This design comes from an exercise in tuning for small area, a short achievable clock period and few clock cycles on the open sky130 flow, not from production work. In this exercise RTL edits were held to simulation tests only and were not proved equivalent to the original. The flow treats the clock pin as an ideal source. Dropping or thinning the clock tree relies on that and would not hold on a real chip.

==> flow/design.v <==
`timescale 1ns/10ps
module ELA(clk, rst, ready, in_data, data_rd, req, wen, addr, data_wr, done);
	input				clk;
	input				rst;
	input				ready;
	input		[7:0]	in_data;
	input		[7:0]	data_rd;
	output 	reg			req;
	output 	reg			wen;
	output 	reg	[12:0]	addr;
	output 	reg	[7:0]	data_wr;
	output 	reg			done;
localparam S_IDLE = 3'd0, S_ARR = 3'd1, S_PRO = 3'd2, S_TRI = 3'd3, S_DONE = 3'd4;
reg [2:0] st;
reg [6:0] col;
reg [1:0] sub;
reg [4:0] row;
reg [7:0] bestd;   
wire arr = (st == S_ARR);
wire pro = (st == S_PRO);
wire tri_ = (st == S_TRI);
wire c127 = (col == 7'd127);
always @(posedge clk or posedge rst) begin
  if (rst) begin
    st <= S_IDLE; col <= 7'd0; sub <= 2'd0; row <= 5'd0;
    req <= 1'b0; wen <= 1'b0; done <= 1'b0;
  end else begin
    req <= 1'b0;
    case (st)
      S_IDLE: if (ready) begin st <= S_ARR; req <= 1'b1; end
      S_ARR: begin
        col <= col + 7'd1;
        if (c127) begin
          if (row == 5'd0) begin row <= 5'd1; req <= 1'b1; end
          else st <= S_PRO;
        end
      end
      S_PRO: begin
        sub <= sub + 2'd1;
        if (sub == 2'd3) st <= S_TRI;
      end
      S_TRI: begin
        if (c127) begin
          sub <= 2'd0; col <= 7'd0;
          if (row == 5'd31) st <= S_DONE;
          else begin st <= S_ARR; row <= row + 5'd1; req <= 1'b1; end
        end else if (sub == 2'd2) begin
          sub <= 2'd0; col <= col + 7'd1;
        end else sub <= sub + 2'd1;
      end
      default: ;
    endcase
    wen  <= arr | (tri_ & (sub == 2'd2 | c127));
    done <= (st == S_DONE);
  end
end
reg [6:0] off;
always @(*) begin
  off = 7'd0;
  if (pro) off = {6'd0, sub == 2'd2};   
  else if (tri_) begin
    if (sub == 2'd0) off = {6'd0, ~c127};
    else if (sub == 2'd1) off = 7'd2;
  end
end
wire urow = (pro & sub == 2'd1) | (tri_ & (sub != 2'd1));
wire orow = tri_ & (sub == 2'd2 | c127);
always @(posedge clk) begin
  addr <= {(urow ? row - 5'd1 : row), orow, col + off};
end
reg [7:0] UA, UB, LA, LB, LC;
wire u_swap = tri_ & (sub == 2'd0);
wire u_load = (tri_ & (sub == 2'd1)) | (pro & (sub == 2'd2));
wire l_ins  = pro | (tri_ & (sub == 2'd2));
wire [8:0] dif = {1'b0, UA} - {1'b0, LA};
wire [7:0] d = dif[8] ? -dif[7:0] : dif[7:0];
wire [8:0] sum = {1'b0, UA} + {1'b0, LA};
wire take = (sub == 2'd0) | ((col != 7'd0) & (d < bestd));
always @(posedge clk) begin
  if (take) bestd <= d;
  if (arr) data_wr <= in_data;
  else if (take) data_wr <= sum[8:1];
  if (u_swap) begin UA <= UB; UB <= UA; end
  else if (u_load) UA <= data_rd;
  if (l_ins) begin LA <= LC; LB <= data_rd; LC <= LB; end
  else begin LA <= LB; LB <= LC; LC <= LA; end
end
endmodule
clock: 13.0 ns
lec_check: 0
cap_margin: 40
core_margin: 2
core_utilization: 20
gpl_routability_driven: 1
place_density: 0.35
slew_margin: 40
run.sh (not shown) runs the stock make flow with config.mk's settings and CLKGATE_MAP_FILE= SYNTH_SCRIPT=/design/flow/synth_recipe.tcl, a recipe that flattens the netlist after the stock synthesis.
Testbench counts at the start, summed over its fixed seeds: cycles 128,512.
Edit:
--- a/flow/design.v
+++ b/flow/design.v
@@ -16,5 +16,5 @@
 reg [1:0] sub;
 reg [4:0] row;
-reg [7:0] bestd;   
+reg [7:0] Ua, Ub, La, Lb, Lc, bestd;
 wire arr = (st == S_ARR);
 wire pro = (st == S_PRO);
@@ -58,5 +58,5 @@
 always @(*) begin
   off = 7'd0;
-  if (pro) off = {6'd0, sub == 2'd2};   
+  if (pro) off = {6'd0, sub == 2'd2};
   else if (tri_) begin
     if (sub == 2'd0) off = {6'd0, ~c127};
@@ -64,16 +64,14 @@
   end
 end
-wire urow = (pro & sub == 2'd1) | (tri_ & (sub != 2'd1));
+wire urow = (pro & sub == 2'd0) | (tri_ & (sub != 2'd1));
 wire orow = tri_ & (sub == 2'd2 | c127);
 always @(posedge clk) begin
   addr <= {(urow ? row - 5'd1 : row), orow, col + off};
 end
-reg [7:0] UA, UB, LA, LB, LC;
-wire u_swap = tri_ & (sub == 2'd0);
-wire u_load = (tri_ & (sub == 2'd1)) | (pro & (sub == 2'd2));
-wire l_ins  = pro | (tri_ & (sub == 2'd2));
-wire [8:0] dif = {1'b0, UA} - {1'b0, LA};
+wire [7:0] opa = (sub == 2'd1) ? Ua : Ub;
+wire [7:0] opb = (sub == 2'd0) ? Lb : (sub == 2'd1) ? Lc : La;
+wire [8:0] dif = {1'b0, opa} - {1'b0, opb};
 wire [7:0] d = dif[8] ? -dif[7:0] : dif[7:0];
-wire [8:0] sum = {1'b0, UA} + {1'b0, LA};
+wire [8:0] sum = {1'b0, opa} + {1'b0, opb};
 wire take = (sub == 2'd0) | ((col != 7'd0) & (d < bestd));
 always @(posedge clk) begin
@@ -81,8 +79,6 @@
   if (arr) data_wr <= in_data;
   else if (take) data_wr <= sum[8:1];
-  if (u_swap) begin UA <= UB; UB <= UA; end
-  else if (u_load) UA <= data_rd;
-  if (l_ins) begin LA <= LC; LB <= data_rd; LC <= LB; end
-  else begin LA <= LB; LB <= LC; LC <= LA; end
+  if (sub == 2'd1) begin Ua <= Ub; Ub <= data_rd; end
+  if (sub[1]) begin La <= Lb; Lb <= Lc; Lc <= data_rd; end
 end
 endmodule
=> The new run passed the timing, design-rule and antenna checks. Clock-buffer cell count came out lower by 2. Core utilization stays flat. Final area barely changes. Setup slack degrades by 1600 ps. Via count falls by 5.6%. Sequential share of layout area went up by 4.2 points.
Testbench counts after the change, summed over its fixed seeds: cycles 128,512.

---

Setup of the baseline:
ELA, a different RTL version from the one above (not shown whole).
For scale: roughly 43 I/O pins, ~4500 µm² of cells after synthesis.
==> module ELA, before the edit <==
module ELA(clk, rst, ready, in_data, data_rd, req, wen, addr, data_wr, done);
	input				clk;
	input				rst;
	input				ready;
	input		[7:0]	in_data;
	input		[7:0]	data_rd;
	output 	reg			req;
	output 	reg			wen;
	output 	reg	[12:0]	addr;
	output 	reg	[7:0]	data_wr;
	output 	reg			done;
reg idle, arr, pro, tri_;
reg [1:0] sub;
localparam [1:0] G0 = 2'b00, G1 = 2'b01, G2 = 2'b11, G3 = 2'b10;
wire [4:0] R = addr[12:8];
wire       o = addr[7];
wire [6:0] C = addr[6:0];
reg flast, ftend, fk0;
wire arr_end  = arr & (C == 7'd126);
wire last_arr = arr & flast;                          
wire tri_end  = tri_ & (sub == G2) & ftend;         
wire nreq = (idle & ready) | (arr_end & (R == 5'd0)) | (tri_end & (R != 5'd31));
always @(posedge clk) begin
  flast <= (C == 7'd125) & (R != 5'd0);
  ftend <= (sub == G1) & (C == 7'd126);
  fk0   <= nreq;
end
always @(posedge clk or posedge rst) begin
  if (rst) begin
    idle <= 1'b1; arr <= 1'b0; pro <= 1'b0; tri_ <= 1'b0;
    sub <= 2'd0;
    req <= 1'b0; wen <= 1'b0; done <= 1'b0;
  end else begin
    req <= nreq;
    if (idle & ready) begin idle <= 1'b0; arr <= 1'b1; end
    if (last_arr) begin arr <= 1'b0; pro <= 1'b1; end
    if (pro) begin
      sub <= {sub[0], ~sub[1]};
      if (sub == G3) begin pro <= 1'b0; tri_ <= 1'b1; end
    end
    if (tri_) begin
      sub <= {sub[0] & ~sub[1], ~sub[1]};
      if (tri_end) begin
        tri_ <= 1'b0;
        if (R != 5'd31) arr <= 1'b1;
      end
    end
    wen  <= (arr & ~last_arr) | (pro & sub == G1) |
            (tri_ & sub == G0) | tri_end;
    done <= ~(idle | arr | pro | tri_);
  end
end
reg [4:0] dR;
reg [6:0] dC;
reg       nO;
always @(*) begin
  dR = 5'd0; dC = 7'd0; nO = o;
  if (arr) begin
    dC = last_arr ? 7'd2 : 7'd1;
    if (fk0) begin dR = {4'd0, 1'b1} + {4'd0, o}; nO = 1'b0; end
  end
  if (pro) case (sub)
    G0: dR = -5'd1;
    G1: begin dR = 5'd1; dC = -7'd1; end
    G2: dC = 7'd2;
    default: dR = -5'd1;
  endcase
  if (tri_) case (sub)
    G0: begin dC = -7'd2; nO = 1'b1; end
    G1: begin dR = 5'd1; dC = 7'd3; nO = 1'b0; end
    default: begin
      dR = -5'd1;
      if (ftend) begin dC = -7'd2; nO = 1'b1; end
    end
  endcase
end
wire [4:0] Rb = idle ? 5'd31 : R;
wire [6:0] Cb = idle ? 7'd127 : C;
always @(posedge clk) begin
  addr <= {Rb + dR, nO & ~idle, Cb + dC};
end
reg [7:0] UA, UB, LA, LB, LC;
reg [7:0] dq, aq, bestd;
wire u_ld = (tri_ & (sub == G0)) | (pro & (sub == G1));
wire l_ld = (tri_ & (sub == G2)) | (pro & (sub == G0 | sub == G3));
wire [8:0] dif = {1'b0, UA} - {1'b0, LA};
wire [8:0] sum = {1'b0, UA} + {1'b0, LA};
wire lt = dq < bestd;
wire le = dq <= bestd;
wire take = tri_ & ((sub == G1) |
                    (sub == G2 & (C == 7'd1 | C == 7'd2 | le)) |
                    (sub == G0 & C != 7'd2 & lt));
always @(posedge clk) begin
  dq <= dif[8] ? -dif[7:0] : dif[7:0];
  aq <= sum[8:1];
  if (take) bestd <= dq;
  if (arr) data_wr <= in_data;
  else if (take) data_wr <= aq;
  UA <= UB;
  UB <= u_ld ? data_rd : UA;
  if (l_ld) LA <= data_rd;
  else begin LA <= LB; LB <= LC; LC <= LA; end
end
endmodule
export LEC_CHECK = 0
export CAP_MARGIN = 40
export CORE_MARGIN = 2
export CORE_UTILIZATION = 70
export GPL_ROUTABILITY_DRIVEN = 1
export PLACE_DENSITY = 0.8
export SLEW_MARGIN = 40
create_clock -name core_clock -period 13.0 [get_ports {clk}]
standard.sh (not shown) runs the stock make flow with config.mk's settings and CLKGATE_MAP_FILE= SYNTH_SCRIPT=/design/flow/synth_recipe.tcl, a recipe that flattens the netlist after the stock synthesis.
==> flow/flow/run.sh <==
#!/bin/bash
# The standard layout (standard.sh) up to placement, then flow/cts.tcl in
# place of ORFS's CTS step, then standard.sh for the rest. The changes:
#  - port buffers are buf_2 cells (BUFFER_PORTS_ARGS), turned into buf_1 on the
#    inputs by flow/cts.tcl;
#  - flip-flops driving an output port and internal logic get a stronger
#    drive (flow/cts.tcl);
#  - output port buffers sit next to the flip-flops driving them (flow/cts.tcl);
#  - the clock tree is one level: the clock port drives four clkbuf_16 cells,
#    each driving the flip-flops of one quarter of the die
#    (flow/cts.tcl), instead of TritonCTS's two-level H-tree.
# Each tool's output goes to a log file of its own in this folder.
set -euo pipefail
export BUFFER_PORTS_ARGS="-buffer_cell sky130_fd_sc_hd__buf_2"
bash standard.sh place > place.log 2>&1
RES=$PWD/orfs/results/$FLOW_PLATFORM/ELA/base
RES=$RES openroad -no_init -exit flow/cts.tcl > cts.log 2>&1
cp $RES/4_1_cts.odb $RES/4_cts.odb
cp $RES/4_cts.sdc.tmp $RES/4_cts.sdc
bash standard.sh finish > finish.log 2>&1
Other scripts of this flow, unchanged in this note and not shown: flow/flow/cts.tcl
Testbench counts of the baseline, summed over its fixed seeds: cycles 129,008.
Input changes introduced in the candidate (baseline for comparison: the baseline):
--- a/flow/design.v
+++ b/flow/design.v
@@ -14,20 +14,15 @@
 reg [1:0] sub;
 localparam [1:0] G0 = 2'b00, G1 = 2'b01, G2 = 2'b11, G3 = 2'b10;
 wire [4:0] R = addr[12:8];
 wire       o = addr[7];
 wire [6:0] C = addr[6:0];
-reg flast, ftend, fk0;
 wire arr_end  = arr & (C == 7'd126);
-wire last_arr = arr & flast;                          
-wire tri_end  = tri_ & (sub == G2) & ftend;         
+wire last_arr = arr_end & (R != 5'd0);                
+wire tri_end  = tri_ & (sub == G2) & (C == 7'd1);     
+wire fk0      = (C == 7'd127);                        
 wire nreq = (idle & ready) | (arr_end & (R == 5'd0)) | (tri_end & (R != 5'd31));
-always @(posedge clk) begin
-  flast <= (C == 7'd125) & (R != 5'd0);
-  ftend <= (sub == G1) & (C == 7'd126);
-  fk0   <= nreq;
-end
 always @(posedge clk or posedge rst) begin
   if (rst) begin
     idle <= 1'b1; arr <= 1'b0; pro <= 1'b0; tri_ <= 1'b0;
     sub <= 2'd0;
     req <= 1'b0; wen <= 1'b0; done <= 1'b0;
@@ -69,11 +64,11 @@
   if (tri_) case (sub)
     G0: begin dC = -7'd2; nO = 1'b1; end
     G1: begin dR = 5'd1; dC = 7'd3; nO = 1'b0; end
     default: begin
       dR = -5'd1;
-      if (ftend) begin dC = -7'd2; nO = 1'b1; end
+      if (C == 7'd1) begin dC = -7'd2; nO = 1'b1; end
     end
   endcase
 end
 wire [4:0] Rb = idle ? 5'd31 : R;
 wire [6:0] Cb = idle ? 7'd127 : C;
==> summary.txt <==
The candidate vs. the baseline: fraction of standard cell area that is sequential level, worst setup slack dropped 0.090 ns, synthesized area has decreased, number of standard-cell rows in the floorplan fell by 1.
Re arrival time of data at the critical path endpoint: the baseline was lower than the candidate.
The post-layout instance area in the candidate was lower than what the baseline gave.
Re met1 routed wirelength after detailed routing: the candidate and the baseline aren't equal, and the higher value belongs to the candidate.
For the candidate, the worst setup path endpoint was addr[6], unlike the baseline, where it was data_wr[7].
Final cell count without fillers | the candidate below the baseline
From the baseline to the candidate the numbers moved as follows: area of the multi-input gates lower, transition time of the tightest slew-check pin climbed 0.031 ns, met3 global-route usage neither gained nor lost much, instance count after placement with tap cells included fell 13, combined flip-flop and latch cell area dropped 2.6%.
sky130_fd_sc_hd__dfrtp_1 as the critical path's slowest cell was reported by the candidate, and sky130_fd_sc_hd__edfxtp_1 by the baseline.
The met2 wire length number comes out higher for the candidate vs the baseline.
Testbench counts of the candidate, summed over its fixed seeds: cycles 129,008.
No run of this note takes its clock network from TritonCTS; it comes from the design's own scripts or RTL.

==> static timing again, ports no longer ideal <==
Ports are ideal in the flow. The routed layouts listed here were re-timed in OpenROAD. Step 1 (the two cells are an assumption about what drives the block):
set clk [get_ports {clk}]
set_driving_cell -lib_cell sky130_fd_sc_hd__clkbuf_16 $clk
set_driving_cell -lib_cell sky130_fd_sc_hd__buf_2 [delete_from_list [all_inputs] $clk]
Step 2 adds t to the input delays and takes it off the output delays; t is the mean of the earliest and latest rising clock arrival at the registers after step 1. Input paths then give back, and output paths get back, about the clock's delay inside the block. Slacks: no drivers / after step 1 / after step 2; pairs: no drivers / after step 1.
run	t, ns	setup slack, ns	worst slew at a driven data input, ns
the first run of note 1	0.388	9.039 / 9.039 / 9.039	0.04
the second run of note 1	0.389	7.461 / 7.461 / 7.461	0.04
the baseline	0.229	9.735 / 9.656 / 9.803	0.03
the candidate	0.230	9.646 / 9.605 / 9.646	0.03
After both steps setup and hold are still met in every run listed.
